Background: an optimization exercise with open tools, aiming at small area, a short achievable clock period and few clock cycles per item. Do not read the settings as production practice. In this exercise RTL edits were held to simulation tests only and were not proved equivalent to the original.

<file path="config.mk">
export PLATFORM = sky130hd
export DESIGN_NAME = RSA
export DESIGN_NICKNAME = RSA
export VERILOG_FILES = /design/flow/design.v
export SDC_FILE = /design/flow/constraint.sdc
export NUM_CORES = 4
export LEC_CHECK = 0
export ABC_AREA = 1
export CAP_MARGIN = 20
export CORE_MARGIN = 2
export CORE_UTILIZATION = 40
export PLACE_DENSITY = 0.6
export SLEW_MARGIN = 20
export SYNTH_HIERARCHICAL = 1
</file>
<file path="constraint.sdc">
create_clock -name core_clock -period 145.0 [get_ports {clk}]
set_input_delay 29.0000 -clock core_clock [delete_from_list [all_inputs] [get_ports {clk}]]
set_output_delay 29.0000 -clock core_clock [all_outputs]
set_load 0.01 [all_outputs]
</file>
<file path="design.v">
module HSTEP (
    input [4:0] H,
    input a12,
    input b12,
    input a13,
    input b13,
    input [2:0] Nt,
    output [4:0] Hn,
    output qp,
    output qm,
    output s12
);
    assign qp = ~H[4];                           
    assign qm = H[4] & ~(H[3] & H[2] & H[1]);    
    wire d12 = qp ? ~Nt[0] : qm ? Nt[0] : 1'b0;
    wire d13 = qp ? ~Nt[1] : qm ? Nt[1] : 1'b0;
    assign s12 = a12 ^ b12 ^ d12;
    wire c12 = (a12 & b12) | (a12 & d12) | (b12 & d12);
    wire s13 = a13 ^ b13 ^ d13;
    wire c13 = (a13 & b13) | (a13 & d13) | (b13 & d13);
    wire [4:0] dh = qp ? (Nt[2] ? 5'b11000 : 5'b11010) : qm ? (Nt[2] ? 5'b00110 : 5'b00100) : 5'd0;
    assign Hn = {H[3:0], 1'b0} + dh + {4'd0, s13} + {4'd0, c12} + {3'd0, c13, 1'b0};
endmodule
module FIXUP (
    input [4:0] H,
    input [12:0] S,
    input [12:0] C,
    input [15:0] Nn,
    output [15:0] rc
);
    wire [18:0] r1 = {H[4], H, 13'd0} + {6'd0, S} + {6'd0, C};
    wire [18:0] r2 = {H[4], H, 13'd0} + {6'd0, S} + {6'd0, C} + {3'b000, Nn};
    assign rc = r1[18] ? r2[15:0] : r1[15:0];
endmodule
module RSA #(
    parameter WIDTH = 16
)(
    input clk,
    input reset,
    input [WIDTH-1:0] Data,
    input [5:0] Key,
    input [WIDTH-1:0] N,
    output [WIDTH-1:0] Result,
    output Done
);
    reg [15:0] Dr, Nr;
    reg [5:0]  Kr;
    always @(posedge clk) begin
        Dr <= Data;
        Nr <= N;
        Kr <= Key;
    end
    reg [15:0] R;           
    reg [2:0] j;            
    reg mul;                
    reg first;              
    reg done;
    wire [3:0] s = Nr[15] ? 4'd0 : Nr[14] ? 4'd1 : Nr[13] ? 4'd2 : Nr[12] ? 4'd3 :
                   Nr[11] ? 4'd4 : Nr[10] ? 4'd5 : Nr[9]  ? 4'd6 : Nr[8]  ? 4'd7 :
                   Nr[7]  ? 4'd8 : Nr[6]  ? 4'd9 : Nr[5]  ? 4'd10 : Nr[4] ? 4'd11 :
                   Nr[3]  ? 4'd12 : Nr[2] ? 4'd13 : Nr[1]  ? 4'd14 : 4'd15;
    wire [15:0] Nn = Nr << s;       
    wire [2:0] msb = Kr[5] ? 3'd5 : Kr[4] ? 3'd4 : Kr[3] ? 3'd3 :
                     Kr[2] ? 3'd2 : Kr[1] ? 3'd1 : 3'd0;
    wire skip = first & (Dr < Nr) & (Kr[5:1] != 5'd0);
    wire me = first ? ~skip : mul;
    wire [2:0] je = first ? (skip ? msb - 3'd1 : msb) : j;
    wire [15:0] A = (me | first) ? ((Kr == 6'd0) ? 16'd1 : Dr) : R;
    wire [15:0] Bsrc = first ? (skip ? Dr : 16'd1) : R;
    wire [15:0] Bn = Bsrc << s;     
    wire [33:0] pp0 = {34{A[0]}} & ({18'd0, Bn} << 0);
    wire [33:0] pp1 = {34{A[1]}} & ({18'd0, Bn} << 1);
    wire [33:0] pp2 = {34{A[2]}} & ({18'd0, Bn} << 2);
    wire [33:0] pp3 = {34{A[3]}} & ({18'd0, Bn} << 3);
    wire [33:0] pp4 = {34{A[4]}} & ({18'd0, Bn} << 4);
    wire [33:0] pp5 = {34{A[5]}} & ({18'd0, Bn} << 5);
    wire [33:0] pp6 = {34{A[6]}} & ({18'd0, Bn} << 6);
    wire [33:0] pp7 = {34{A[7]}} & ({18'd0, Bn} << 7);
    wire [33:0] pp8 = {34{A[8]}} & ({18'd0, Bn} << 8);
    wire [33:0] pp9 = {34{A[9]}} & ({18'd0, Bn} << 9);
    wire [33:0] pp10 = {34{A[10]}} & ({18'd0, Bn} << 10);
    wire [33:0] pp11 = {34{A[11]}} & ({18'd0, Bn} << 11);
    wire [33:0] pp12 = {34{A[12]}} & ({18'd0, Bn} << 12);
    wire [33:0] pp13 = {34{A[13]}} & ({18'd0, Bn} << 13);
    wire [33:0] pp14 = {34{A[14]}} & ({18'd0, Bn} << 14);
    wire [33:0] pp15 = {34{A[15]}} & ({18'd0, Bn} << 15);
    wire [33:0] ms0 = pp0 ^ pp1 ^ pp2;
    wire [33:0] mc0m = (pp0 & pp1) | (pp0 & pp2) | (pp1 & pp2);
    wire [33:0] mc0 = {mc0m[32:0], 1'b0};
    wire [33:0] ms1 = pp3 ^ pp4 ^ pp5;
    wire [33:0] mc1m = (pp3 & pp4) | (pp3 & pp5) | (pp4 & pp5);
    wire [33:0] mc1 = {mc1m[32:0], 1'b0};
    wire [33:0] ms2 = pp6 ^ pp7 ^ pp8;
    wire [33:0] mc2m = (pp6 & pp7) | (pp6 & pp8) | (pp7 & pp8);
    wire [33:0] mc2 = {mc2m[32:0], 1'b0};
    wire [33:0] ms3 = pp9 ^ pp10 ^ pp11;
    wire [33:0] mc3m = (pp9 & pp10) | (pp9 & pp11) | (pp10 & pp11);
    wire [33:0] mc3 = {mc3m[32:0], 1'b0};
    wire [33:0] ms4 = pp12 ^ pp13 ^ pp14;
    wire [33:0] mc4m = (pp12 & pp13) | (pp12 & pp14) | (pp13 & pp14);
    wire [33:0] mc4 = {mc4m[32:0], 1'b0};
    wire [33:0] ms5 = ms0 ^ mc0 ^ ms1;
    wire [33:0] mc5m = (ms0 & mc0) | (ms0 & ms1) | (mc0 & ms1);
    wire [33:0] mc5 = {mc5m[32:0], 1'b0};
    wire [33:0] ms6 = mc1 ^ ms2 ^ mc2;
    wire [33:0] mc6m = (mc1 & ms2) | (mc1 & mc2) | (ms2 & mc2);
    wire [33:0] mc6 = {mc6m[32:0], 1'b0};
    wire [33:0] ms7 = ms3 ^ mc3 ^ ms4;
    wire [33:0] mc7m = (ms3 & mc3) | (ms3 & ms4) | (mc3 & ms4);
    wire [33:0] mc7 = {mc7m[32:0], 1'b0};
    wire [33:0] ms8 = ms5 ^ mc5 ^ ms6;
    wire [33:0] mc8m = (ms5 & mc5) | (ms5 & ms6) | (mc5 & ms6);
    wire [33:0] mc8 = {mc8m[32:0], 1'b0};
    wire [33:0] ms9 = mc6 ^ ms7 ^ mc7;
    wire [33:0] mc9m = (mc6 & ms7) | (mc6 & mc7) | (ms7 & mc7);
    wire [33:0] mc9 = {mc9m[32:0], 1'b0};
    wire [33:0] ms10 = ms8 ^ mc8 ^ ms9;
    wire [33:0] mc10m = (ms8 & mc8) | (ms8 & ms9) | (mc8 & ms9);
    wire [33:0] mc10 = {mc10m[32:0], 1'b0};
    wire [33:0] ms11 = mc9 ^ mc4 ^ pp15;
    wire [33:0] mc11m = (mc9 & mc4) | (mc9 & pp15) | (mc4 & pp15);
    wire [33:0] mc11 = {mc11m[32:0], 1'b0};
    wire [33:0] ms12 = ms10 ^ mc10 ^ ms11;
    wire [33:0] mc12m = (ms10 & mc10) | (ms10 & ms11) | (mc10 & ms11);
    wire [33:0] mc12 = {mc12m[32:0], 1'b0};
    wire [33:0] ms13 = ms12 ^ mc12 ^ mc11;
    wire [33:0] mc13m = (ms12 & mc12) | (ms12 & mc11) | (mc12 & mc11);
    wire [33:0] mc13 = {mc13m[32:0], 1'b0};
    wire [33:0] S16 = ms13;
    wire [33:0] C16 = mc13;
    wire [4:0] tH = S16[33:29] + C16[33:29];
    wire [4:0] H16 = tH;
    wire [28:0] SL16 = S16[28:0];
    wire [28:0] CL16 = C16[28:0];
    wire qp15, qm15, ts15;
    wire [4:0] H15;
    HSTEP h15 (.H(H16), .a12(SL16[27]), .b12(CL16[27]), .a13(SL16[28]), .b13(CL16[28]),
               .Nt(Nn[14:12]), .Hn(H15), .qp(qp15), .qm(qm15), .s12(ts15));
    wire [11:0] d15 = qp15 ? ~Nn[11:0] : qm15 ? Nn[11:0] : 12'd0;
    wire [11:0] a15 = SL16[26:15];
    wire [11:0] b15 = CL16[26:15];
    wire [11:0] fs15 = a15 ^ b15 ^ d15;
    wire [11:0] fc15 = (a15 & b15) | (a15 & d15) | (b15 & d15);
    wire [27:0] SL15 = {ts15, fs15, SL16[14:0]};
    wire [27:0] CL15 = {fc15, qp15, CL16[14:0]};
    wire qp14, qm14, ts14;
    wire [4:0] H14;
    HSTEP h14 (.H(H15), .a12(SL15[26]), .b12(CL15[26]), .a13(SL15[27]), .b13(CL15[27]),
               .Nt(Nn[14:12]), .Hn(H14), .qp(qp14), .qm(qm14), .s12(ts14));
    wire [11:0] d14 = qp14 ? ~Nn[11:0] : qm14 ? Nn[11:0] : 12'd0;
    wire [11:0] a14 = SL15[25:14];
    wire [11:0] b14 = CL15[25:14];
    wire [11:0] fs14 = a14 ^ b14 ^ d14;
    wire [11:0] fc14 = (a14 & b14) | (a14 & d14) | (b14 & d14);
    wire [26:0] SL14 = {ts14, fs14, SL15[13:0]};
    wire [26:0] CL14 = {fc14, qp14, CL15[13:0]};
    wire qp13, qm13, ts13;
    wire [4:0] H13;
    HSTEP h13 (.H(H14), .a12(SL14[25]), .b12(CL14[25]), .a13(SL14[26]), .b13(CL14[26]),
               .Nt(Nn[14:12]), .Hn(H13), .qp(qp13), .qm(qm13), .s12(ts13));
    wire [11:0] d13 = qp13 ? ~Nn[11:0] : qm13 ? Nn[11:0] : 12'd0;
    wire [11:0] a13 = SL14[24:13];
    wire [11:0] b13 = CL14[24:13];
    wire [11:0] fs13 = a13 ^ b13 ^ d13;
    wire [11:0] fc13 = (a13 & b13) | (a13 & d13) | (b13 & d13);
    wire [25:0] SL13 = {ts13, fs13, SL14[12:0]};
    wire [25:0] CL13 = {fc13, qp13, CL14[12:0]};
    wire qp12, qm12, ts12;
    wire [4:0] H12;
    HSTEP h12 (.H(H13), .a12(SL13[24]), .b12(CL13[24]), .a13(SL13[25]), .b13(CL13[25]),
               .Nt(Nn[14:12]), .Hn(H12), .qp(qp12), .qm(qm12), .s12(ts12));
    wire [11:0] d12 = qp12 ? ~Nn[11:0] : qm12 ? Nn[11:0] : 12'd0;
    wire [11:0] a12 = SL13[23:12];
    wire [11:0] b12 = CL13[23:12];
    wire [11:0] fs12 = a12 ^ b12 ^ d12;
    wire [11:0] fc12 = (a12 & b12) | (a12 & d12) | (b12 & d12);
    wire [24:0] SL12 = {ts12, fs12, SL13[11:0]};
    wire [24:0] CL12 = {fc12, qp12, CL13[11:0]};
    wire qp11, qm11, ts11;
    wire [4:0] H11;
    HSTEP h11 (.H(H12), .a12(SL12[23]), .b12(CL12[23]), .a13(SL12[24]), .b13(CL12[24]),
               .Nt(Nn[14:12]), .Hn(H11), .qp(qp11), .qm(qm11), .s12(ts11));
    wire [11:0] d11 = qp11 ? ~Nn[11:0] : qm11 ? Nn[11:0] : 12'd0;
    wire [11:0] a11 = SL12[22:11];
    wire [11:0] b11 = CL12[22:11];
    wire [11:0] fs11 = a11 ^ b11 ^ d11;
    wire [11:0] fc11 = (a11 & b11) | (a11 & d11) | (b11 & d11);
    wire [23:0] SL11 = {ts11, fs11, SL12[10:0]};
    wire [23:0] CL11 = {fc11, qp11, CL12[10:0]};
    wire qp10, qm10, ts10;
    wire [4:0] H10;
    HSTEP h10 (.H(H11), .a12(SL11[22]), .b12(CL11[22]), .a13(SL11[23]), .b13(CL11[23]),
               .Nt(Nn[14:12]), .Hn(H10), .qp(qp10), .qm(qm10), .s12(ts10));
    wire [11:0] d10 = qp10 ? ~Nn[11:0] : qm10 ? Nn[11:0] : 12'd0;
    wire [11:0] a10 = SL11[21:10];
    wire [11:0] b10 = CL11[21:10];
    wire [11:0] fs10 = a10 ^ b10 ^ d10;
    wire [11:0] fc10 = (a10 & b10) | (a10 & d10) | (b10 & d10);
    wire [22:0] SL10 = {ts10, fs10, SL11[9:0]};
    wire [22:0] CL10 = {fc10, qp10, CL11[9:0]};
    wire qp9, qm9, ts9;
    wire [4:0] H9;
    HSTEP h9 (.H(H10), .a12(SL10[21]), .b12(CL10[21]), .a13(SL10[22]), .b13(CL10[22]),
               .Nt(Nn[14:12]), .Hn(H9), .qp(qp9), .qm(qm9), .s12(ts9));
    wire [11:0] d9 = qp9 ? ~Nn[11:0] : qm9 ? Nn[11:0] : 12'd0;
    wire [11:0] a9 = SL10[20:9];
    wire [11:0] b9 = CL10[20:9];
    wire [11:0] fs9 = a9 ^ b9 ^ d9;
    wire [11:0] fc9 = (a9 & b9) | (a9 & d9) | (b9 & d9);
    wire [21:0] SL9 = {ts9, fs9, SL10[8:0]};
    wire [21:0] CL9 = {fc9, qp9, CL10[8:0]};
    wire qp8, qm8, ts8;
    wire [4:0] H8;
    HSTEP h8 (.H(H9), .a12(SL9[20]), .b12(CL9[20]), .a13(SL9[21]), .b13(CL9[21]),
               .Nt(Nn[14:12]), .Hn(H8), .qp(qp8), .qm(qm8), .s12(ts8));
    wire [11:0] d8 = qp8 ? ~Nn[11:0] : qm8 ? Nn[11:0] : 12'd0;
    wire [11:0] a8 = SL9[19:8];
    wire [11:0] b8 = CL9[19:8];
    wire [11:0] fs8 = a8 ^ b8 ^ d8;
    wire [11:0] fc8 = (a8 & b8) | (a8 & d8) | (b8 & d8);
    wire [20:0] SL8 = {ts8, fs8, SL9[7:0]};
    wire [20:0] CL8 = {fc8, qp8, CL9[7:0]};
    wire qp7, qm7, ts7;
    wire [4:0] H7;
    HSTEP h7 (.H(H8), .a12(SL8[19]), .b12(CL8[19]), .a13(SL8[20]), .b13(CL8[20]),
               .Nt(Nn[14:12]), .Hn(H7), .qp(qp7), .qm(qm7), .s12(ts7));
    wire [11:0] d7 = qp7 ? ~Nn[11:0] : qm7 ? Nn[11:0] : 12'd0;
    wire [11:0] a7 = SL8[18:7];
    wire [11:0] b7 = CL8[18:7];
    wire [11:0] fs7 = a7 ^ b7 ^ d7;
    wire [11:0] fc7 = (a7 & b7) | (a7 & d7) | (b7 & d7);
    wire [19:0] SL7 = {ts7, fs7, SL8[6:0]};
    wire [19:0] CL7 = {fc7, qp7, CL8[6:0]};
    wire qp6, qm6, ts6;
    wire [4:0] H6;
    HSTEP h6 (.H(H7), .a12(SL7[18]), .b12(CL7[18]), .a13(SL7[19]), .b13(CL7[19]),
               .Nt(Nn[14:12]), .Hn(H6), .qp(qp6), .qm(qm6), .s12(ts6));
    wire [11:0] d6 = qp6 ? ~Nn[11:0] : qm6 ? Nn[11:0] : 12'd0;
    wire [11:0] a6 = SL7[17:6];
    wire [11:0] b6 = CL7[17:6];
    wire [11:0] fs6 = a6 ^ b6 ^ d6;
    wire [11:0] fc6 = (a6 & b6) | (a6 & d6) | (b6 & d6);
    wire [18:0] SL6 = {ts6, fs6, SL7[5:0]};
    wire [18:0] CL6 = {fc6, qp6, CL7[5:0]};
    wire qp5, qm5, ts5;
    wire [4:0] H5;
    HSTEP h5 (.H(H6), .a12(SL6[17]), .b12(CL6[17]), .a13(SL6[18]), .b13(CL6[18]),
               .Nt(Nn[14:12]), .Hn(H5), .qp(qp5), .qm(qm5), .s12(ts5));
    wire [11:0] d5 = qp5 ? ~Nn[11:0] : qm5 ? Nn[11:0] : 12'd0;
    wire [11:0] a5 = SL6[16:5];
    wire [11:0] b5 = CL6[16:5];
    wire [11:0] fs5 = a5 ^ b5 ^ d5;
    wire [11:0] fc5 = (a5 & b5) | (a5 & d5) | (b5 & d5);
    wire [17:0] SL5 = {ts5, fs5, SL6[4:0]};
    wire [17:0] CL5 = {fc5, qp5, CL6[4:0]};
    wire qp4, qm4, ts4;
    wire [4:0] H4;
    HSTEP h4 (.H(H5), .a12(SL5[16]), .b12(CL5[16]), .a13(SL5[17]), .b13(CL5[17]),
               .Nt(Nn[14:12]), .Hn(H4), .qp(qp4), .qm(qm4), .s12(ts4));
    wire [11:0] d4 = qp4 ? ~Nn[11:0] : qm4 ? Nn[11:0] : 12'd0;
    wire [11:0] a4 = SL5[15:4];
    wire [11:0] b4 = CL5[15:4];
    wire [11:0] fs4 = a4 ^ b4 ^ d4;
    wire [11:0] fc4 = (a4 & b4) | (a4 & d4) | (b4 & d4);
    wire [16:0] SL4 = {ts4, fs4, SL5[3:0]};
    wire [16:0] CL4 = {fc4, qp4, CL5[3:0]};
    wire qp3, qm3, ts3;
    wire [4:0] H3;
    HSTEP h3 (.H(H4), .a12(SL4[15]), .b12(CL4[15]), .a13(SL4[16]), .b13(CL4[16]),
               .Nt(Nn[14:12]), .Hn(H3), .qp(qp3), .qm(qm3), .s12(ts3));
    wire [11:0] d3 = qp3 ? ~Nn[11:0] : qm3 ? Nn[11:0] : 12'd0;
    wire [11:0] a3 = SL4[14:3];
    wire [11:0] b3 = CL4[14:3];
    wire [11:0] fs3 = a3 ^ b3 ^ d3;
    wire [11:0] fc3 = (a3 & b3) | (a3 & d3) | (b3 & d3);
    wire [15:0] SL3 = {ts3, fs3, SL4[2:0]};
    wire [15:0] CL3 = {fc3, qp3, CL4[2:0]};
    wire qp2, qm2, ts2;
    wire [4:0] H2;
    HSTEP h2 (.H(H3), .a12(SL3[14]), .b12(CL3[14]), .a13(SL3[15]), .b13(CL3[15]),
               .Nt(Nn[14:12]), .Hn(H2), .qp(qp2), .qm(qm2), .s12(ts2));
    wire [11:0] d2 = qp2 ? ~Nn[11:0] : qm2 ? Nn[11:0] : 12'd0;
    wire [11:0] a2 = SL3[13:2];
    wire [11:0] b2 = CL3[13:2];
    wire [11:0] fs2 = a2 ^ b2 ^ d2;
    wire [11:0] fc2 = (a2 & b2) | (a2 & d2) | (b2 & d2);
    wire [14:0] SL2 = {ts2, fs2, SL3[1:0]};
    wire [14:0] CL2 = {fc2, qp2, CL3[1:0]};
    wire qp1, qm1, ts1;
    wire [4:0] H1;
    HSTEP h1 (.H(H2), .a12(SL2[13]), .b12(CL2[13]), .a13(SL2[14]), .b13(CL2[14]),
               .Nt(Nn[14:12]), .Hn(H1), .qp(qp1), .qm(qm1), .s12(ts1));
    wire [11:0] d1 = qp1 ? ~Nn[11:0] : qm1 ? Nn[11:0] : 12'd0;
    wire [11:0] a1 = SL2[12:1];
    wire [11:0] b1 = CL2[12:1];
    wire [11:0] fs1 = a1 ^ b1 ^ d1;
    wire [11:0] fc1 = (a1 & b1) | (a1 & d1) | (b1 & d1);
    wire [13:0] SL1 = {ts1, fs1, SL2[0:0]};
    wire [13:0] CL1 = {fc1, qp1, CL2[0:0]};
    wire qp0, qm0, ts0;
    wire [4:0] H0;
    HSTEP h0 (.H(H1), .a12(SL1[12]), .b12(CL1[12]), .a13(SL1[13]), .b13(CL1[13]),
               .Nt(Nn[14:12]), .Hn(H0), .qp(qp0), .qm(qm0), .s12(ts0));
    wire [11:0] d0 = qp0 ? ~Nn[11:0] : qm0 ? Nn[11:0] : 12'd0;
    wire [11:0] a0 = SL1[11:0];
    wire [11:0] b0 = CL1[11:0];
    wire [11:0] fs0 = a0 ^ b0 ^ d0;
    wire [11:0] fc0 = (a0 & b0) | (a0 & d0) | (b0 & d0);
    wire [12:0] SL0 = {ts0, fs0};
    wire [12:0] CL0 = {fc0, qp0};
    wire [15:0] rc;
    FIXUP fx (.H(H0), .S(SL0), .C(CL0), .Nn(Nn), .rc(rc));
    wire [15:0] Rn = rc >> s;
    always @(posedge clk) begin
        if (reset) begin
            mul <= 1'b1;
            first <= 1'b1;
            done <= 1'b0;
            j <= 3'd0;
        end else if (!done) begin
            first <= 1'b0;
            if (me) begin
                if (je == 3'd0) done <= 1'b1;
                else begin
                    j <= je - 3'd1;
                    mul <= 1'b0;
                end
            end else begin
                if (Kr[je]) begin
                    mul <= 1'b1;
                    j <= je;
                end else if (je == 3'd0) done <= 1'b1;
                else begin
                    j <= je - 3'd1;
                    mul <= 1'b0;
                end
            end
        end
    end
    always @(posedge clk) begin
        if (!done) R <= Rn;
    end
    assign Result = R;
    assign Done = done;
endmodule
</file>
<file path="flow/run.sh">
#!/bin/bash
# The standard layout with two changes; registers and constraints unchanged.
#  - Synthesis (hierarchical, as config.mk sets) extracts full/half adder cells
#    only in the top module RSA.  The small SRT-step and fix-up modules
#    (HSTEP, FIXUP in BRam.v) are left to ABC, which maps their short loop
#    much faster than a chain of adder cells.
#  - ORFS's repair_timing steps aim for a setup slack of 115 ns instead of 0,
#    so that sizing and buffering also work on the paths inside the design.
# ORFS's scripts are copied here so that only that one synthesis line differs.
set -euo pipefail
rm -rf scripts_sel
cp -r "$FLOW_HOME/scripts" scripts_sel
sed -i 's/^  extract_fa {\*}\[dont_use_extract_fa_args\]$/  extract_fa {*}[dont_use_extract_fa_args] RSA/' scripts_sel/synth.tcl
grep -q '^  extract_fa {\*}\[dont_use_extract_fa_args\] RSA$' scripts_sel/synth.tcl
bash standard.sh SCRIPTS_DIR="$PWD/scripts_sel" SETUP_SLACK_MARGIN=115 finish > flow_make.log 2>&1
</file>
<file path="standard.sh">
#!/bin/bash
# synth_recipe.tcl (not shown) runs the flow's synth.tcl, then flattens the netlist and writes it again
# the make line also repeats each setting of config.mk as NAME=value (left out here)
make -C /OpenROAD-flow-scripts/flow DESIGN_CONFIG=/design/flow/config.mk WORK_HOME=/design/flow/orfs CLKGATE_MAP_FILE= SYNTH_SCRIPT=/design/flow/synth_recipe.tcl "${@:-finish}"
</file>
==> impl_metrics.csv, run 1 <==
group,metric,value,unit
sta,maxSlewHeadroom,30.3,%
clocking,cts_sinks,60,
global_routing,grtUsageTotal,23.6,%
sta,rsz0062_at_grt,"yes",
sta,drv_slew,0,
routing,drt_pre_antenna_iters,6,
sta,tightest_slew,1.04,ns
min_path,hp-class,"reg -> reg",
worst_setup_path,cp_max_fo,3,
sta,fin_setup_tns,0,ns
yosys,ys_ff_latch,60,
sta,max_freq,33.3,MHz
yosys,synth-edff-count,16,
min_path,worstHoldPathCells,2,
placed_design,place_congestion,0.960,
worst_setup_path,max_stage_delay,0.50,ns
routing,vias,24400,
routing,wl_per_cell,16.9,um
floorplan,die_width,261,um
floorplan,start_util,40.4,%
run,maxCapViolCount,0,
placed_design,port-buffer-count,56,
global_routing,overflow,0,
yosys,netlist_area,26500,um^2
clocking,clockBufferDepth,2,
finish,area_growth,8.60,%
sta,hold_violations,0,
clocking,clk_latency,0.34,ns
min_path,hold_path.startpoint,"done",
worst_setup_path,path_delay_family,"flip-flops",
worst_setup_path,rr_startpoint,"first",
clocking,cts-buffers-inserted,9,
clocking,clock-root-buffer,"clkbuf_16",
worst_setup_path,r2r_end,"R[3]",
yosys,synthTopCellsByCount,"1008 x nand2_1, 605 x inv_1, 386 x fa_1, 366 x nand3_1, 290 x nor2_1",
yosys,avgSynthCellArea,6.83,um^2
floorplan,fp.dieH,261,um
worst_setup_path,critical_path.cell_chain,"buf_2",
worst_setup_path,cp.required,116.00,ns
routing,drc,0,
floorplan,core-area,65600,um^2
finish,finalNetCount,4407,
sta,finalSetupViolCount,0,
worst_setup_path,reg2reg_depth,186,
worst_setup_path,rrSetupSlack,117.57,ns
routing,detail-route-antenna-nets,0,
yosys,yosysMostFrequentCell,"nand2_1",
routing,viasPerCell,5.11,
global_routing,grt_start_max_net_pins,64,
yosys,yosys.area.top_type,"fa_1",
floorplan,io-pin-count,57,
worst_setup_path,critPathKind,"reg -> out",
clocking,ctsHtreeMaxLevel,3,
min_path,hold_end,"done",
clocking,cts_hold_buf,0,
sta,period_needed,30.02,ns
worst_setup_path,crit_path_start_kind,"flop",
global_routing,grt_pass1_vias,23400,
yosys,synth_seq_area_share,5.14,%
worst_setup_path,critPathArrivalTime,1.02,ns
worst_setup_path,endpoint_kind,"output pin",
global_routing,grt_pass1_wl,128000,um
yosys,yosys_most_used_dff,"dfxtp_1",
routing,wl,80400,um
yosys,syn_inst,3879,
yosys,synth_top_area_share,29.2,%
clocking,tritoncts,"built",
finish,final_util,43.9,%
run_status,status,"no timing/DRC/antenna violations",
placed_design,hpwl,64300,um
global_routing,antenna_found_initial,1,
routing,drt_iter0_drc,1799,
yosys,ys_top_cells_by_area,"fa_1 29%, nand2_1 14%, inv_1 8.6%, nand3_1 6.9%, o21ai_0 4.3%",
worst_setup_path,crit_slowest_cell,"edfxtp_1",
floorplan,rows,94,
yosys,ys_types,53,
sta,fin_crit_sh,20.7,%
finish,drive_gt1_share,16.3,%
finish,insertedDiodeCount,0,
clocking,clk_pin_slew,0.06,ns
worst_setup_path,critPathBufInv,1,
yosys,synth-async-reset-ratio,0,%
sta,finClkSkew,0.00682,ns
floorplan,dieArea,68300,um^2
yosys,ys.warnings.count,7,
## timing repair
item | 4_1_cts | 5_1_grt
setup buffers | 17 | 19
pin swaps | 2 | 13
setup endpoints to repair | 33 | 22
cloned | 1 | 2
resized for setup | 91 | 157
## routing by layer
layer  track usage [%]  wire length [um]  vias to the layer above
li1                  -                 -                    12000
met1              31.6             34600                    11400
met2              41.0             38800                      788
met3              2.28              4900                      127
met4              5.49              2130                        0
met5                 0                 0                        -
## worst max path at each step
| stage | start | end | cells past startpoint |
|---|---|---|---|
| 4_1_cts | R[10] | Result[10] | 1 |
| 3_3_place_gp | Nr[5] | R[2] | 172 |
| 3_5_place_dp | Nr[5] | R[0] | 172 |
| 5_1_grt | Nr[5] | R[3] | 239 |
| 2_1_floorplan | R[0] | Result[0] | 0 |
| 6_report | R[10] | Result[10] | 1 |
## through the flow
step	setup slack [ns]	instances	instance area (um^2)	hold WS, ns
after global routing	114.83	4770	28800	0.576
after global placement	112.56	4715	27700	0.496
final	114.98	4770	28800	0.548
after floorplan	115.58	3879	26500	0.471
after detailed placement	112.43	4715	27700	0.507
after CTS	114.98	4749	28100	0.536
## registers in the layout, summed over array words and instances, names as in the netlist
signal,flops
j,3
first,1
Dr,16
Nr,16
R,16
mul,1
done,1
Kr,6
## cell type report
class | count | area (um^2)
tap | 864 | 1080
inverter | 660 | 2520
clock buffer | 9 | 225
sequential | 60 | 1370
fill | 6947 | 36800
timing repair buffer | 126 | 1020
clock inverter | 7 | 60.1
multi-input combinational | 3044 | 22500
## Yosys stat by module, one instance, submodules excluded
module	cells inside	copies in the design	cell area, um^2	flops+latches
HSTEP	66	16	387	0
FIXUP	487	1	2250	0
RSA	2336	1	18100	60
## cell usage in the layout, fill, tap and decap left out, types with 16 or more instances in the layout
cell type        Yosys  layout
ha_1                80      80
or2_1               24      24
buf_4               11      66
o21ai_2              3      19
nand3_4             18      18
nand2_1           1008     959
a21oi_1             36      20
nand3_1            366     363
nor2_1             290     284
a21oi_2              5      20
fa_1               386     385
xnor2_1             39      35
xor2_1              71      52
or2_2               24      24
inv_2               34      45
inv_1              605     590
nor2_8              16      16
nor2_2              16      20
o21ai_1             78      72
nand4_1             38      39
nand2_2            160     199
clkdlybuf4s50_1      0      39
nand2_4             38      48
nand3_2             58      61
xor2_2               0      19
dfxtp_1             44      38
o21ai_0            230     220
edfxtp_1            16      16
## cell families (layout without fill, tap and decap cells)
group	after synthesis	in the layout	share of synthesized area, %
adder cells (fa/ha/maj)	466	466	32.9
flip-flops	60	60	5.14
AND/OR/NAND/NOR	2074	2076	38.1
XOR/XNOR	110	110	3.63
other	1	1	0.0141
AO/OA/AOI/OAI	389	390	8.00
buffers and inverters	778	802	12.1
multiplexers	1	1	0.0378
Testbench counts, summed over its fixed seeds: cycles 9,070, ops 1,200.
==> inputs of run 2 (changes only) <==
==> flow/run.sh (replaced) <==
#!/bin/bash
# The standard layout with three changes; registers and constraints unchanged.
#  - Synthesis (hierarchical, as config.mk sets) extracts full/half adder cells
#    only in the top module RSA.  The small SRT-step and fix-up modules
#    (HSTEP, FIXUP in BRam.v) are left to ABC, which maps their short loop
#    much faster than a chain of adder cells.
#  - ABC's area script (flow/abc_area.script) buffers and downsizes but does
#    not upsize; the layout's timing repair sizes up only where needed.
#  - ORFS's repair_timing steps aim for a setup slack of 115 ns instead of 0,
#    so that sizing and buffering also work on the paths inside the design.
# ORFS's scripts are copied here so that only those two synthesis files differ.
set -euo pipefail
rm -rf scripts_sel
cp -r "$FLOW_HOME/scripts" scripts_sel
sed -i 's/^  extract_fa {\*}\[dont_use_extract_fa_args\]$/  extract_fa {*}[dont_use_extract_fa_args] RSA/' scripts_sel/synth.tcl
grep -q '^  extract_fa {\*}\[dont_use_extract_fa_args\] RSA$' scripts_sel/synth.tcl
cp flow/abc_area.script scripts_sel/abc_area.script
bash standard.sh SCRIPTS_DIR="$PWD/scripts_sel" SETUP_SLACK_MARGIN=115 finish > flow_make.log 2>&1
==> flow/abc_area.script (new file) <==
strash
dch
map -B 0.9
topo
stime -c
buffer -c
dnsize -c
==> impl_metrics.csv, run 2 <==
group,metric,value,unit
floorplan,fp.dieH,252,um
run,maxCapViolCount,0,
worst_setup_path,path_delay_family,"flip-flops",
sta,maxSlewHeadroom,19.5,%
yosys,synth_xor_xnor_area_share,3.91,%
yosys,synth_seq_area_share,5.53,%
placed_design,post-place-ws,112.26,ns
yosys,synth_top_family_by_area,"adder cells",
sta,finalSetupViolCount,0,
placed_design,place_congestion,0.935,
yosys,yosysMostFrequentCell,"nand2_1",
sta,rsz0062_at_grt,"yes",
sta,drv_slew,0,
yosys,ys_ff_latch,60,
yosys,yosys.area.top_type,"fa_1",
clocking,clk_pin_slew,0.05,ns
sta,period_needed,30.00,ns
sta,max_freq,33.3,MHz
floorplan,rows,90,
clocking,ctsHtreeMaxLevel,3,
yosys,synth_compound_area_share,8.23,%
sta,layout_setup_ws,115.00,ns
yosys,synthSimpleGateAreaFrac,34.9,%
global_routing,grt_pass1_vias,23200,
yosys,synth-edff-count,16,
routing,vias,24600,
run_status,status,"no timing/DRC/antenna violations",
worst_setup_path,critical_path.cell_chain,"buf_2",
finish,insertedDiodeCount,0,
placed_design,hpwl,59600,um
finish,area_growth,17.9,%
finish,reg_top3,"Dr (16), Nr (16), R (16)",
clocking,clockBufferDepth,2,
worst_setup_path,endpoint_kind,"output pin",
sta,finClkSkew,0.00348,ns
yosys,ys_types,34,
min_path,hp-class,"reg -> reg",
yosys,synth_mux_area_share,0.0407,%
yosys,ys_top_cells_by_area,"fa_1 31%, nand2_1 18%, inv_1 9.7%, nand3_1 9.0%, o21ai_0 6.1%",
finish,seq_area,1390,um^2
routing,detail-route-antenna-nets,0,
yosys,netlist_area,24600,um^2
finish,layout_common_cells,"1024 x nand2_1, 610 x inv_1, 379 x fa_1",
global_routing,grt_pass1_wl,123000,um
global_routing,antenna_found_initial,0,
routing,drt_pre_antenna_iters,8,
yosys,syn_inst,3879,
clocking,cts-buffers-inserted,9,
sta,hold_violations,0,
global_routing,grt_start_max_net_pins,67,
placed_design,port-buffer-count,56,
routing,drt_iter0_drc,2044,
yosys,avgSynthCellArea,6.35,um^2
worst_setup_path,critPathBufInv,1,
floorplan,die_width,252,um
worst_setup_path,cp_max_fo,2,
finish,fillerInstances,6174,
worst_setup_path,rrSetupSlack,116.90,ns
yosys,synthTopCellsByCount,"1206 x nand2_1, 637 x inv_1, 442 x nand3_1, 386 x fa_1, 323 x nor2_1",
global_routing,overflow,0,
routing,wl,77700,um
floorplan,io-pin-count,57,
floorplan,start_util,40.6,%
worst_setup_path,critPathKind,"reg -> out",
finish,finalNetCount,4470,
yosys,synth-async-reset-ratio,0,%
yosys,synth_top_area_share,31.4,%
finish,layout_commonest_cell,"nand2_1",
yosys,synthAdderAreaFrac,35.4,%
yosys,ys.warnings.count,7,
worst_setup_path,max_stage_delay,0.48,ns
finish,multi_input_area,22300,um^2
worst_setup_path,critPathArrivalTime,1.00,ns
worst_setup_path,crit_slowest_cell,"edfxtp_1",
clocking,clock-root-buffer,"clkbuf_16",
routing,viasPerCell,5.18,
routing,wl_per_cell,16.4,um
clocking,clk_latency,0.33,ns
sta,fin_setup_tns,0,ns
sta,fin_crit_sh,20.7,%
yosys,yosys_most_used_dff,"dfxtp_1",
worst_setup_path,crit_path_start_kind,"flop",
global_routing,grtUsageTotal,24.0,%
clocking,tritoncts,"built",
routing,drc,0,
finish,drive_gt1_share,16.8,%
sta,tightest_slew,1.20,ns
clocking,cts_sinks,60,
floorplan,dieArea,63600,um^2
floorplan,core-area,60600,um^2
worst_setup_path,cp.required,116.00,ns
==> run 2: changes by cell type in the layout (fill, tap and decap cells not counted), moves of 15 or more <==
cell     delta
o21ai_1    -33
nor2_4     +21
nand2_1    +65
inv_2      -25
or2_2      +23
o21ai_0    +18
o21ai_2    +15
nor2_8     -16
or2_1      -24
buf_4      +60
inv_1      +20
nand2_2    -54
==> run 2: Yosys stat by module, one instance, submodules excluded <==
module | cell area (um^2) | cells inside | flip-flops and latches
RSA | 17700 | 2336 | 60
FIXUP | 2070 | 487 | 0
HSTEP | 303 | 66 | 0
==> run 2: kinds of logic after synthesis <==
| kind of cell | count (synthesis) |
|---|---|
| AOI/OAI and AO/OA | 389 |
| adders and majority gates | 466 |
| xor gates and xnor gates | 110 |
| muxes | 1 |
| DFF | 60 |
| and+or+nand+nor | 2074 |
| other | 1 |
| buffers and inverters | 778 |
==> run 2: cell type report <==
cell class                      instances  area share (%)
Clock buffer                           11           0.875
Clock inverter                          5           0.198
Inverter                              660            8.74
Multi-Input combinational cell       3043            76.7
Sequential cell                        60            4.78
Tap cell                              782            3.37
Timing Repair Buffer                  190            5.37
==> run 2: final timing paths <==
check               to   from  depth (start not counted)
max          Result[8]   R[8]                          1
min               done   done                          2
max reg2reg       R[9]  Nr[3]                        243
min reg2reg       done   done                          2
==> run 2: what timing repair did <==
action / CTS / global route
pin swaps: 6 / 120
setup buffers: 25 / 63
hold buffers: 0 / 0
cloned: 1 / 4
setup endpoints to repair: 33 / 22
resized for setup: 140 / 540
==> run 2: metrics by stage <==
step	util (%)	instance area, um^2	hold WS [ns]	std cells
floorplan	-	24600	0.471	3879
global route	47.9	29000	0.591	4751
global placement	43.0	26100	0.498	4642
detailed placement	43.0	26100	0.500	4642
CTS	44.1	26700	0.560	4684
finish	47.9	29000	0.549	4751
==> run 2: routing by layer <==
metal | routed length (um) | up-vias | share of wire, % | global-route usage, %
met4 | 2040 | 0 | 2.6 | 5.82
met5 | 0 | - | 0 | 0
met2 | 36600 | 785 | 47 | 39.9
li1 | - | 12100 | - | -
met1 | 33700 | 11500 | 43 | 33.2
met3 | 5370 | 139 | 6.9 | 2.85
==> inputs of run 3 (changes only) <==
==> flow/run.sh (replaced) <==
#!/bin/bash
# The standard layout (standard synthesis, hierarchical as config.mk sets, same
# constraints), with one change: ORFS's repair_timing steps aim for a setup
# slack of 115 ns instead of 0, so that gate sizing and buffering also shorten
# the paths inside the design, which the 145 ns clock alone never asks for.
set -euo pipefail
bash standard.sh SETUP_SLACK_MARGIN=115 finish > flow_make.log 2>&1
removed: flow/abc_area.script
==> impl_metrics.csv, run 3 <==
group,metric,value,unit
yosys,ys_ff_latch,60,
routing,vias,22700,
worst_setup_path,cp.required,145.07,ns
clocking,clockBufferDepth,2,
worst_setup_path,crit_slowest_cell,"fa_1",
worst_setup_path,path_delay_family,"adder cells",
finish,instances_no_fill,4364,
clocking,cts_hold_buf,0,
worst_setup_path,critPathBufInv,30,
sta,period_needed,36.15,ns
sta,tightest_slew,1.16,ns
yosys,ys.warnings.count,7,
finish,reg_top3,"Dr (16), Nr (16), R (16)",
finish,layout_commonest_cell,"nand2_1",
worst_setup_path,crit_path_start_kind,"flop",
floorplan,start_util,40.4,%
yosys,synth_seq_area_share,5.49,%
yosys,yosys_most_used_dff,"dfxtp_1",
clocking,cts_sinks,60,
floorplan,dieArea,64000,um^2
sta,rsz0062_at_grt,"yes",
finish,fin_area,29900,um^2
worst_setup_path,crit_path_frequent_cell,"fa_2",
finish,insertedDiodeCount,0,
placed_design,port-buffer-count,56,
routing,drc,0,
run,maxCapViolCount,0,
routing,detail-route-antenna-nets,0,
floorplan,io-pin-count,57,
yosys,ys_top_cells_by_area,"fa_1 36%, nand2_1 12%, ha_1 10%, inv_1 9.4%, nand3_1 5.8%",
global_routing,grtUsageTotal,24.4,%
routing,wl,76300,um
finish,area_growth,20.6,%
floorplan,core-area,61500,um^2
worst_setup_path,endpoint_kind,"flop",
global_routing,grt_start_max_net_pins,49,
sta,max_freq,27.7,MHz
placed_design,hpwl,58200,um
run_status,status,"no timing/DRC/antenna violations",
worst_setup_path,max_stage_delay,0.47,ns
floorplan,fp.dieH,253,um
clocking,ctsHtreeMaxLevel,3,
finish,layout_common_cells,"702 x nand2_1, 576 x inv_1, 409 x fa_1",
placed_design,place_congestion,0.898,
yosys,synthTopCellsByCount,"812 x nand2_1, 624 x inv_1, 452 x fa_1, 290 x nand3_1, 284 x nor2_1",
clocking,cts-buffers-inserted,9,
floorplan,die_width,253,um
sta,holdWs,0.551,ns
yosys,netlist_area,24800,um^2
placed_design,dpl.cell_count,4177,
sta,fin_crit_sh,24.9,%
yosys,avgSynthCellArea,7.31,um^2
routing,drt_pre_antenna_iters,6,
sta,hold_violations,0,
routing,wl_per_cell,17.5,um
clocking,clock-root-buffer,"clkbuf_16",
finish,drive_gt1_share,21.8,%
floorplan,rows,91,
global_routing,overflow,0,
yosys,yosys.area.top_type,"fa_1",
global_routing,antenna_found_initial,0,
placed_design,placed_cell_area,26600,um^2
routing,viasPerCell,5.19,
routing,drt_iter0_drc,1449,
min_path,hp-class,"reg -> reg",
sta,finClkSkew,0.00842,ns
yosys,synth-async-reset-ratio,0,%
sta,fin_setup_tns,0,ns
clocking,clk_pin_slew,0.06,ns
clocking,tritoncts,"built",
worst_setup_path,rrSetupSlack,108.85,ns
yosys,syn_inst,3396,
yosys,synth-edff-count,16,
sta,layout_setup_ws,108.85,ns
global_routing,grt_pass1_wl,124000,um
worst_setup_path,critPathKind,"reg -> reg",
sta,finalSetupViolCount,0,
global_routing,grt_pass1_vias,23100,
clocking,clk_latency,0.34,ns
sta,drv_slew,0,
yosys,synth_top_area_share,36.5,%
yosys,ys_types,52,
sta,maxSlewHeadroom,22.6,%
worst_setup_path,cp_max_fo,7,
finish,finalNetCount,4268,
yosys,yosysMostFrequentCell,"nand2_1",
worst_setup_path,critPathArrivalTime,36.22,ns
placed_design,post-place-ws,106.37,ns
==> run 3: logic make-up after synthesis <==
family	Yosys count	synth area share (%)
DFF	60	5.49
AOI/OAI and AO/OA	342	7.53
adders and majority gates	659	46.9
buffers and inverters	769	12.4
xor gates and xnor gates	36	1.27
and+or+nand+nor	1528	26.4
muxes	1	0.0403
other	1	0.0151
==> run 3: worst register-to-register path, delay by kind of cell (launching register included) <==
| family | cells | cell delay, ns |
|---|---|---|
| adder cells (fa/ha/maj) | 70 | 23.40 |
| AND/OR/NAND/NOR | 76 | 5.72 |
| flip-flops | 1 | 0.36 |
| buffers and inverters | 30 | 2.21 |
| AO/OA/AOI/OAI | 18 | 1.57 |
| XOR/XNOR | 16 | 2.57 |
==> run 3: timing repair <==
item,in CTS,in global routing
setup endpoints to repair,33,33
gates cloned,5,1
setup buffers,130,35
pin swaps,122,128
resized for setup,321,193
==> run 3: worst paths after layout <==
path | startpoint | depth (start not counted) | end
setup reg to reg | Nr[5] | 210 | R[5]
hold reg to reg | mul | 2 | mul
setup / recovery | Nr[5] | 210 | R[5]
hold / removal | mul | 2 | mul
==> run 3: Yosys stat by module (local to each module, per instance) <==
module / flops+latches / cells inside / area [um^2]
RSA: 60 / 2336 / 18100
FIXUP: 0 / 340 / 1880
HSTEP: 0 / 45 / 304
==> run 3: layer usage <==
metal / vias up / wire, um / global-route usage [%]
met2: 783 / 37000 / 41.6
met4: 0 / 2240 / 6.56
li1: 10800 / - / -
met1: 10900 / 31900 / 32.4
met3: 145 / 5230 / 3.41
met5: - / 0 / 0
==> run 3: area by class of cell <==
| cell class | instances | area, um^2 |
|---|---|---|
| clock buffers | 9 | 225 |
| clock inverters | 7 | 81.3 |
| fillers | 5995 | 31600 |
| inverters | 666 | 2570 |
| multi-input cells | 2573 | 22400 |
| flip-flops and latches | 60 | 1410 |
| well taps | 790 | 988 |
| repair buffers | 259 | 2290 |
==> run 3: through the flow <==
stage               utilization [%]
global placement               43.3
finish                         48.7
global route                   48.7
CTS                            47.1
floorplan                         -
detailed placement             43.3

-- afterwards: timing with drivers on the ports --
The results above use ideal ports. As a check the final layouts listed here were re-extracted and re-timed, cells and wires unchanged.
Step 1 assumes that a clkbuf_16 drives the clock port and a buf_2 every other input.
Step 2 also shifts input and output timing later by t, the mid clock arrival at the registers, as if the neighbouring blocks saw the same clock.
Slacks: ideal / step 1 / step 2; pairs: ideal / step 1.
| run | shift t [ns] | slack for setup (ns) | worst data-port slew with drivers (ns) |
|---|---|---|---|
| run 1 | 0.364 | 114.976 / 114.944 / 114.942 | 0.07 |
| run 2 | 0.363 | 114.998 / 114.964 / 115.054 | 0.06 |
| run 3 | 0.368 | 108.854 / 108.854 / 108.854 | 0.05 |
After both steps setup and hold are still met in every run listed. For run 1, which loses most, drivers alone change the setup slack by -0.032 ns; drivers and shift together by -0.034 ns.
